This is an optimization exercise on Yosys and OpenROAD, whose aim is small area, a short achievable clock period and few clock cycles per item, not a production implementation. At most, simulation tests tie the RTL to the original design; equivalence was not proved. No activity file was given, so power comes from the tool's default toggle rates.

Design mcdf, start of the top module:
module mcdf(
  input clk_i,
  input rstn_i,
  input [1:0]  cmd_i,
  input [8-1:0] cmd_addr_i,
  input [32-1:0] cmd_data_i,
  output[32-1:0] cmd_data_o,
  input [31:0] ch0_data_i,
  input  ch0_vld_i,
  input [31:0] ch1_data_i,
  input  ch1_vld_i,
  input [31:0] ch2_data_i,
  input  ch2_vld_i,
  output  ch0_ready_o,
  output  ch1_ready_o,
  output  ch2_ready_o,
  input  fmt_grant_i,
  output [1:0] fmt_chid_o,
  output fmt_req_o,
  output [5:0]  fmt_length_o,
  output [31:0] fmt_data_o,
  output fmt_start_o,
  output fmt_end_o );
Size in the first run: ~220 I/O pins.
clock: 6.0 ns
lec_check: 0
abc_clock_period_in_ps: 2400
cap_margin: 20
core_margin: 2
core_utilization: 45
cts_buf_list: sky130_fd_sc_hd__clkbuf_16
cts_cluster_diameter: 55
cts_cluster_size: 45
place_density: 0.6
setup_slack_margin: 3.6
slew_margin: 20
standard.sh (not shown) runs the stock make flow with config.mk's settings and CLKGATE_MAP_FILE= SYNTH_SCRIPT=/design/flow/synth_recipe.tcl, a recipe that flattens the netlist after the stock synthesis.
==> flow/flow/run.sh <==
#!/bin/bash
set -e
export BUFFER_PORTS_ARGS="-buffer_cell sky130_fd_sc_hd__buf_1"
export CTS_ARGS="-sink_clustering_enable -repair_clock_nets -sink_clustering_size 45 -sink_clustering_max_diameter 55 -buf_list sky130_fd_sc_hd__clkbuf_16 -dont_use_dummy_load"
bash standard.sh > standard.log 2>&1
Testbench counts at the start, summed over its fixed seeds: cycles 3,336, items 3,072.
Then changed:
==> flow/flow/run.sh (replaced) <==
#!/bin/bash
set -e
export BUFFER_PORTS_ARGS="-buffer_cell sky130_fd_sc_hd__buf_2"
export CTS_ARGS="-sink_clustering_enable -repair_clock_nets -sink_clustering_size 40 -sink_clustering_max_diameter 50 -buf_list sky130_fd_sc_hd__clkbuf_16 -dont_use_dummy_load"
bash standard.sh > standard.log 2>&1
CORE_UTILIZATION = 55   (was 45)
PLACE_DENSITY = 0.68   (was 0.6)
Combinational power climbs by a few percent.
Clock skew goes down by 0.017 ns.
Cell area increases slightly.
Cell count came out lower by a few percent.
Synthesized area stays the same.
Total power climbs slightly.
First-iteration DRC count grows by a quarter to a third.
Via count came out lower slightly.
Then changed:
==> flow/run.sh (new file) <==
#!/bin/bash
# synth_recipe.tcl (not shown) runs the flow's synth.tcl, then flattens the netlist and writes it again
# the make line also repeats each setting of config.mk as NAME=value (left out here)
make -C /OpenROAD-flow-scripts/flow DESIGN_CONFIG=/design/flow/config.mk WORK_HOME=/design/flow/orfs CLKGATE_MAP_FILE= SYNTH_SCRIPT=/design/flow/synth_recipe.tcl finish
CORE_UTILIZATION = 45   (was 55)
CTS_CLUSTER_DIAMETER = 50   (was 55)
CTS_CLUSTER_SIZE = 50   (was 45)
PLACE_DENSITY = 0.6   (was 0.68)
removed: flow/flow/run.sh
removed: flow/standard.sh
Total power grows by about 13%.
Routed wire length grows by about 4%.
Via count rises by about 3%.
Setup slack got worse by 0.013 ns.
Area after synthesis stays the same.
Utilization came out lower by 7.7 points.
First-iteration DRC count drops by 15%.
Design area grows by 7.5%.

---

Setup of try-juniper:
mcdf again, from the RTL that the note above started with.
==> flow/config.mk <==
export PLATFORM = sky130hd
export DESIGN_NAME = mcdf
export DESIGN_NICKNAME = mcdf
export VERILOG_FILES = /design/flow/design.v
export SDC_FILE = /design/flow/constraint.sdc
export NUM_CORES = 4
export LEC_CHECK = 0
export ABC_CLOCK_PERIOD_IN_PS = 2400
export CAP_MARGIN = 20
export CORE_MARGIN = 2
export CORE_UTILIZATION = 45
export CTS_BUF_LIST = sky130_fd_sc_hd__clkbuf_16
export CTS_CLUSTER_DIAMETER = 55
export CTS_CLUSTER_SIZE = 45
export PLACE_DENSITY = 0.6
export SETUP_SLACK_MARGIN = 3.4
export SLEW_MARGIN = 20
==> flow/constraint.sdc <==
create_clock -name core_clock -period 6.0 [get_ports {clk_i}]
set_input_delay 1.2000 -clock core_clock [delete_from_list [all_inputs] [get_ports {clk_i}]]
set_output_delay 1.2000 -clock core_clock [all_outputs]
set_load 0.01 [all_outputs]
==> flow/flow/run.sh <==
#!/bin/bash
set -e
export BUFFER_PORTS_ARGS="-buffer_cell sky130_fd_sc_hd__buf_2"
export CTS_ARGS="-sink_clustering_enable -repair_clock_nets -sink_clustering_size 45 -sink_clustering_max_diameter 55 -buf_list sky130_fd_sc_hd__clkbuf_16 -dont_use_dummy_load"
bash standard.sh > standard.log 2>&1
The final layout from try-juniper, which completed every stage, passed the timing, DRC and antenna checks at the end of the flow.
Testbench counts of try-juniper, summed over its fixed seeds: cycles 3,336, items 3,072.
Setup changes, try-juniper to try-onyx
==> flow/run.sh (new file) <==
#!/bin/bash
# synth_recipe.tcl (not shown) runs the flow's synth.tcl, then flattens the netlist and writes it again
# the make line also repeats each setting of config.mk as NAME=value (left out here)
make -C /OpenROAD-flow-scripts/flow DESIGN_CONFIG=/design/flow/config.mk WORK_HOME=/design/flow/orfs CLKGATE_MAP_FILE= SYNTH_SCRIPT=/design/flow/synth_recipe.tcl finish
--- a/flow/config.mk
+++ b/flow/config.mk
@@ -10,3 +10,3 @@
 export CORE_MARGIN = 2
-export CORE_UTILIZATION = 45
+export CORE_UTILIZATION = 80
 export CTS_BUF_LIST = sky130_fd_sc_hd__clkbuf_16
@@ -14,4 +14,4 @@
 export CTS_CLUSTER_SIZE = 45
-export PLACE_DENSITY = 0.6
-export SETUP_SLACK_MARGIN = 3.4
+export PLACE_DENSITY = 0.88
+export SETUP_SLACK_MARGIN = 3.6
 export SLEW_MARGIN = 20
removed: flow/flow/run.sh
removed: flow/standard.sh
[summary]
Status(try-onyx) = ERROR, stage = clock tree synthesis. try-juniper reached the final stage; the timing, DRC and antenna checks on its layout passed. Between try-juniper and try-onyx, pre-CTS setup slack decreased. Compared with try-juniper, in try-onyx chip width -about 25%; starting density of the core +36 points; vertical die dimension -about 25%. Of try-juniper and try-onyx, try-juniper shows the higher row count, with try-onyx below it. For final HPWL from detailed placement, dividing the value from try-onyx by the value from try-juniper gives 1.5.
[inputs] try-violet vs try-onyx
--- a/flow/config.mk
+++ b/flow/config.mk
@@ -10,7 +10,7 @@
 export CORE_MARGIN = 2
-export CORE_UTILIZATION = 80
+export CORE_UTILIZATION = 45
 export CTS_BUF_LIST = sky130_fd_sc_hd__clkbuf_16
-export CTS_CLUSTER_DIAMETER = 55
-export CTS_CLUSTER_SIZE = 45
-export PLACE_DENSITY = 0.88
+export CTS_CLUSTER_DIAMETER = 50
+export CTS_CLUSTER_SIZE = 40
+export PLACE_DENSITY = 0.6
 export SETUP_SLACK_MARGIN = 3.6
Notes after the runs:
try-violet did not stop at any stage, and its layout met the timing, DRC and antenna checks.
Row count was higher in try-violet than in try-onyx.
What try-violet reported for total of cells resized after clock tree synthesis has to be multiplied by 1.16 to get the figure for try-onyx.
From try-violet to try-onyx, I/O pin count did not move at all.
try-violet vs try-onyx, final weighted congestion in routability-driven placement went down by 3.3%.
The inputs of try-zinc differ from those of try-violet as listed below.
==> flow/flow/run.sh (new file) <==
#!/bin/bash
set -e
export BUFFER_PORTS_ARGS="-buffer_cell sky130_fd_sc_hd__buf_2"
export CTS_ARGS="-sink_clustering_enable -repair_clock_nets -sink_clustering_size 45 -sink_clustering_max_diameter 55 -buf_list sky130_fd_sc_hd__clkbuf_16 -dont_use_dummy_load"
bash standard.sh > standard.log 2>&1
==> flow/standard.sh (new file) <==
#!/bin/bash
# synth_recipe.tcl (not shown) runs the flow's synth.tcl, then flattens the netlist and writes it again
# the make line also repeats each setting of config.mk as NAME=value (left out here)
make -C /OpenROAD-flow-scripts/flow DESIGN_CONFIG=/design/flow/config.mk WORK_HOME=/design/flow/orfs CLKGATE_MAP_FILE= SYNTH_SCRIPT=/design/flow/synth_recipe.tcl "${@:-finish}"
--- a/flow/config.mk
+++ b/flow/config.mk
@@ -12,4 +12,5 @@
 export CTS_BUF_LIST = sky130_fd_sc_hd__clkbuf_16
-export CTS_CLUSTER_DIAMETER = 50
-export CTS_CLUSTER_SIZE = 40
+export CTS_CLUSTER_DIAMETER = 55
+export CTS_CLUSTER_SIZE = 45
+export GPL_TIMING_DRIVEN = 0
 export PLACE_DENSITY = 0.6
removed: flow/run.sh
==> comparison <==
- Highest clock frequency the design can meet: try-zinc better than try-violet
- Comparing try-violet and try-zinc, the lower portion of total power attributed to the clock network was measured on try-zinc.
- try-zinc gives less largest stage delay on the critical path than try-violet did.
- try-zinc ended up with a higher ratio of routed vias to standard cells than try-violet did.

---

sierra:
Another version of the RTL of mcdf (not shown whole).
Size in the first run: about 1800 cells after synthesis, ~1100 flip-flops.
## mcdf
module mcdf(
  input clk_i,
  input rstn_i,
  input [1:0]  cmd_i,
  input [8-1:0] cmd_addr_i,
  input [32-1:0] cmd_data_i,
  output[32-1:0] cmd_data_o,
  input [31:0] ch0_data_i,
  input  ch0_vld_i,
  input [31:0] ch1_data_i,
  input  ch1_vld_i,
  input [31:0] ch2_data_i,
  input  ch2_vld_i,
  output  ch0_ready_o,
  output  ch1_ready_o,
  output  ch2_ready_o,
  input  fmt_grant_i,
  output [1:0] fmt_chid_o,
  output fmt_req_o,
  output [5:0]  fmt_length_o,
  output [31:0] fmt_data_o,
  output fmt_start_o,
  output fmt_end_o );
reg [5:0] creg0, creg1, creg2;           
wire cmd_wr = (cmd_i == 2'b10);
wire cmd_rd = (cmd_i == 2'b01);
wire wr0 = cmd_wr & (cmd_addr_i == 8'h00);
wire wr1 = cmd_wr & (cmd_addr_i == 8'h04);
wire wr2 = cmd_wr & (cmd_addr_i == 8'h08);
always @(posedge clk_i or negedge rstn_i)
  if (!rstn_i) begin
    creg0 <= 6'h07; creg1 <= 6'h07; creg2 <= 6'h07;
  end else begin
    if (wr0) creg0 <= cmd_data_i[5:0];
    if (wr1) creg1 <= cmd_data_i[5:0];
    if (wr2) creg2 <= cmd_data_i[5:0];
  end
wire [2:0] en = {creg2[0], creg1[0], creg0[0]};
wire [2:0] en_n = {wr2 ? cmd_data_i[0] : creg2[0],
                   wr1 ? cmd_data_i[0] : creg1[0],
                   wr0 ? cmd_data_i[0] : creg0[0]};
function [4:0] lmask;
  input [2:0] code;
  case (code)
    3'd0: lmask = 5'd3;
    3'd1: lmask = 5'd7;
    3'd2: lmask = 5'd15;
    default: lmask = 5'd31;
  endcase
endfunction
function [2:0] code_of;
  input [1:0] ch;
  case (ch)
    2'd0: code_of = creg0[5:3];
    2'd1: code_of = creg1[5:3];
    default: code_of = creg2[5:3];
  endcase
endfunction
reg  [1023:0] ring;           
reg  [2:0]    rdy_r;          
reg  [2:0]    kill_q;         
reg  [2:0]    wsel_r;         
reg  [1:0]    ich;            
reg           in_busy;        
reg  [4:0]    in_cnt;         
reg           in_last;        
reg  [4:0]    nw;             
reg  [5:0]    free;           
reg           f0, f31, f32;   
reg  [4:0]    k;              
reg           k30;            
reg  [3:0]    count;          
reg  [1:0]    pq [0:7];       
reg           gnt_ok;
reg           req_r;
reg           start_r, end_r, sending;
reg  [4:0]    out_idx;
reg  [1:0]    chid_r;
reg  [5:0]    len_r;          
reg  [4:0]    lm_r;           
reg  [5:0]    cmd_data_r;
wire [2:0] vld = {ch2_vld_i, ch1_vld_i, ch0_vld_i};
wire [2:0] rdy_i = wsel_r & ~kill_q;         
  ...
==> flow/config.mk <==
export PLATFORM = sky130hd
export DESIGN_NAME = mcdf
export DESIGN_NICKNAME = mcdf
export VERILOG_FILES = /design/flow/design.v
export SDC_FILE = /design/flow/constraint.sdc
export NUM_CORES = 4
export LEC_CHECK = 0
export ABC_CLOCK_PERIOD_IN_PS = 2400
export CAP_MARGIN = 20
export CORE_MARGIN = 2
export CORE_UTILIZATION = 45
export CTS_BUF_LIST = sky130_fd_sc_hd__clkbuf_16
export CTS_CLUSTER_DIAMETER = 55
export CTS_CLUSTER_SIZE = 45
export PLACE_DENSITY = 0.6
export SETUP_SLACK_MARGIN = 3.7
export SLEW_MARGIN = 20
==> flow/constraint.sdc <==
create_clock -name core_clock -period 6.0 [get_ports {clk_i}]
set_input_delay 1.2000 -clock core_clock [delete_from_list [all_inputs] [get_ports {clk_i}]]
set_output_delay 1.2000 -clock core_clock [all_outputs]
set_load 0.01 [all_outputs]
==> flow/flow/run.sh <==
#!/bin/bash
set -e
export BUFFER_PORTS_ARGS="-buffer_cell sky130_fd_sc_hd__buf_2"
export CTS_ARGS="-sink_clustering_enable -repair_clock_nets -sink_clustering_size 45 -sink_clustering_max_diameter 55 -buf_list sky130_fd_sc_hd__clkbuf_16 -dont_use_dummy_load"
bash standard.sh > standard.log 2>&1
Here is what was changed in the inputs of cedar compared with sierra.
Settings: changing SETUP_SLACK_MARGIN from 3.7 to 3.6.
==> notes.md <==
Between cedar and sierra, the fraction of the core area covered by cells at the end of the flow is higher for sierra.
Re maximum frequency: cedar is 0.0056 GHz up on sierra.
In the tables for cedar and sierra, proportion of power drawn by combinational gates reads higher with sierra.
Relative to sierra, number of cell instances on the worst register-to-register path has gone up in cedar.
In the tables for cedar and sierra, final period utilization reads lower with cedar.
Comparing cedar and sierra, the lower share of post-route cells with drive strength above 1 is on cedar.
Setup slack: cedar more than sierra
The non-clock buffer count in cedar sits 11% below the value recorded for sierra.
Compared with sierra, cedar shows a lower register-to-register slack.
> inputs changed (cedar -> zinc)
Settings: swapping 3.6 for 3.8 in SETUP_SLACK_MARGIN.
### Flow results
For simple-gate share of the synthesized area, zinc and cedar come out practically identical.
On zinc: fraction of power consumed by the clock network is 0.8 points higher than what cedar gave.
Utilization cedar -> zinc: up
In the flow results for cedar and zinc, the final cycle utilization of the critical path is smaller on cedar.
Summary of zinc over cedar: worst setup slack went down by 0.038 ns; minimum setup slack among reg-to-reg paths went up by 0.11 ns; delay of the slowest critical-path stage was more or less identical; post-synthesis to final-layout area growth went up by 3.6 points.
Function was not checked in any run of this note: the RTL went through the layout flow alone.

---

Setup of amber:
Another version of the RTL of mcdf (not shown whole).
Size in the first run: roughly 1800 cells after synthesis, roughly 1100 flip-flops.
// mcdf
module mcdf(
  input clk_i,
  input rstn_i,
  input [1:0]  cmd_i,
  input [8-1:0] cmd_addr_i,
  input [32-1:0] cmd_data_i,
  output[32-1:0] cmd_data_o,
  input [31:0] ch0_data_i,
  input  ch0_vld_i,
  input [31:0] ch1_data_i,
  input  ch1_vld_i,
  input [31:0] ch2_data_i,
  input  ch2_vld_i,
  output  ch0_ready_o,
  output  ch1_ready_o,
  output  ch2_ready_o,
  input  fmt_grant_i,
  output [1:0] fmt_chid_o,
  output fmt_req_o,
  output [5:0]  fmt_length_o,
  output [31:0] fmt_data_o,
  output fmt_start_o,
  output fmt_end_o );
reg [5:0] creg0, creg1, creg2;           
wire cmd_wr = (cmd_i == 2'b10);
wire cmd_rd = (cmd_i == 2'b01);
wire wr0 = cmd_wr & (cmd_addr_i == 8'h00);
wire wr1 = cmd_wr & (cmd_addr_i == 8'h04);
wire wr2 = cmd_wr & (cmd_addr_i == 8'h08);
always @(posedge clk_i or negedge rstn_i)
  if (!rstn_i) begin
    creg0 <= 6'h07; creg1 <= 6'h07; creg2 <= 6'h07;
  end else begin
    if (wr0) creg0 <= cmd_data_i[5:0];
    if (wr1) creg1 <= cmd_data_i[5:0];
    if (wr2) creg2 <= cmd_data_i[5:0];
  end
wire [2:0] en = {creg2[0], creg1[0], creg0[0]};
wire [2:0] en_n = {wr2 ? cmd_data_i[0] : creg2[0],
                   wr1 ? cmd_data_i[0] : creg1[0],
                   wr0 ? cmd_data_i[0] : creg0[0]};
function [4:0] lmask;
  input [2:0] code;
  case (code)
    3'd0: lmask = 5'd3;
    3'd1: lmask = 5'd7;
    3'd2: lmask = 5'd15;
    default: lmask = 5'd31;
  endcase
endfunction
function [2:0] code_of;
  input [1:0] ch;
  case (ch)
    2'd0: code_of = creg0[5:3];
    2'd1: code_of = creg1[5:3];
    default: code_of = creg2[5:3];
  endcase
endfunction
reg  [1023:0] ring;           
reg  [2:0]    rdy_r;          
reg  [1:0]    ich;            
reg           in_busy;        
reg  [4:0]    in_cnt;         
reg           in_last;        
  ...
Settings: LEC_CHECK=0, ABC_CLOCK_PERIOD_IN_PS=2400, CAP_MARGIN=20, CORE_MARGIN=2, CORE_UTILIZATION=45, PLACE_DENSITY=0.6, SETUP_SLACK_MARGIN=3.6, SLEW_MARGIN=20; clock period 6.0 ns.
run.sh (not shown) runs the stock make flow with config.mk's settings and CLKGATE_MAP_FILE= SYNTH_SCRIPT=/design/flow/synth_recipe.tcl, a recipe that flattens the netlist after the stock synthesis.
Stock flow here: none of the scripts above is used.
Modified inputs, xenon compared to amber
Settings: a deleted SETUP_SLACK_MARGIN that had been 3.6; a deleted ABC_CLOCK_PERIOD_IN_PS that had been 2400.
Notes after the runs:
Global routing met2 resource utilization for xenon is lower than for amber. Setup skew after layout across xenon and amber: no real change. Cmp xenon and amber / share of the clock period used by the worst path after layout / higher: xenon. Delta (xenon minus amber): switching part of the total stayed essentially flat; post-route worst hold slack rose by 0.0047 ns. Compared with amber, xenon improves post-detailed-placement half-perimeter wirelength. Total wire length after detailed routing: xenon better than amber.
--- input diff xenon..indigo ---
Settings: setting SETUP_SLACK_MARGIN to 3.6 for the first time; setting CTS_CLUSTER_SIZE to 30 for the first time; setting ABC_CLOCK_PERIOD_IN_PS to 2400 for the first time; setting CTS_BUF_LIST to sky130_fd_sc_hd__clkbuf_8 for the first time.
- Going from xenon to indigo, footprint of the flip-flops and latches now sits higher, met3 wirelength from detailed routing now sits higher, die width now sits at about the same level, worst setup slack after layout now sits higher.
- indigo does worse than xenon on aggregate routed wire length.
- Of indigo and xenon, the run reporting the higher via count was indigo.
- Of indigo and xenon, the run reporting the higher count of antenna diodes in the layout was indigo.
Function was not checked in any run of this note: the RTL went through the layout flow alone.

-- static timing again, ports no longer ideal --
In the flow no input, the clock included, has a driving cell. The finished layouts below were timed again as built, in two steps. Step 1 sets driving cells, clkbuf_16 on the clock port and buf_2 on the other inputs (assumed; they add their load-dependent delay and slew). Step 2 moves the port delays by t, midway between the first and last clock arrival at a register: inputs arrive t later, outputs are due t later. That takes back most of the time a late clock gives input paths. Three values: ideal, step 1, step 2; two values: the first two.
| run | t (ns) | slack for setup (ns) | worst data-port slew with drivers (ns) | cell pins on the clock port's net |
|---|---|---|---|---|
| the first run of note 1 | 0.654 | 3.565 / 3.507 / 3.014 | 0.08 | 1 |
| the second run of note 1 | 0.651 | 3.576 / 3.519 / 3.047 | 0.06 | 1 |
| the third run of note 1 | 0.663 | 3.563 / 3.505 / 3.037 | 0.20 | 1 |
| try-juniper | 0.663 | 3.450 / 3.393 / 2.856 | 0.06 | 1 |
| try-violet | 0.663 | 3.563 / 3.505 / 3.037 | 0.20 | 1 |
| try-zinc | 0.656 | 3.587 / 3.531 / 2.974 | 0.07 | 1 |
| sierra | 0.631 | 3.576 / 3.514 / 3.054 | 0.10 | 1 |
| cedar | 0.660 | 3.609 / 3.550 / 3.004 | 0.05 | 1 |
| zinc | 0.633 | 3.571 / 3.514 / 3.060 | 0.10 | 1 |
| amber | 0.679 | 3.360 / 3.349 / 2.700 | 0.05 | 1 |
| xenon | 0.685 | 2.687 / 2.705 / 2.020 | 0.04 | 1 |
| indigo | 0.818 | 3.255 / 3.197 / 2.694 | 0.06 | 1 |
After both steps every run listed still meets setup and hold. For xenon, which loses most, drivers alone change the setup slack by +0.018 ns; drivers and shift together by -0.667 ns.
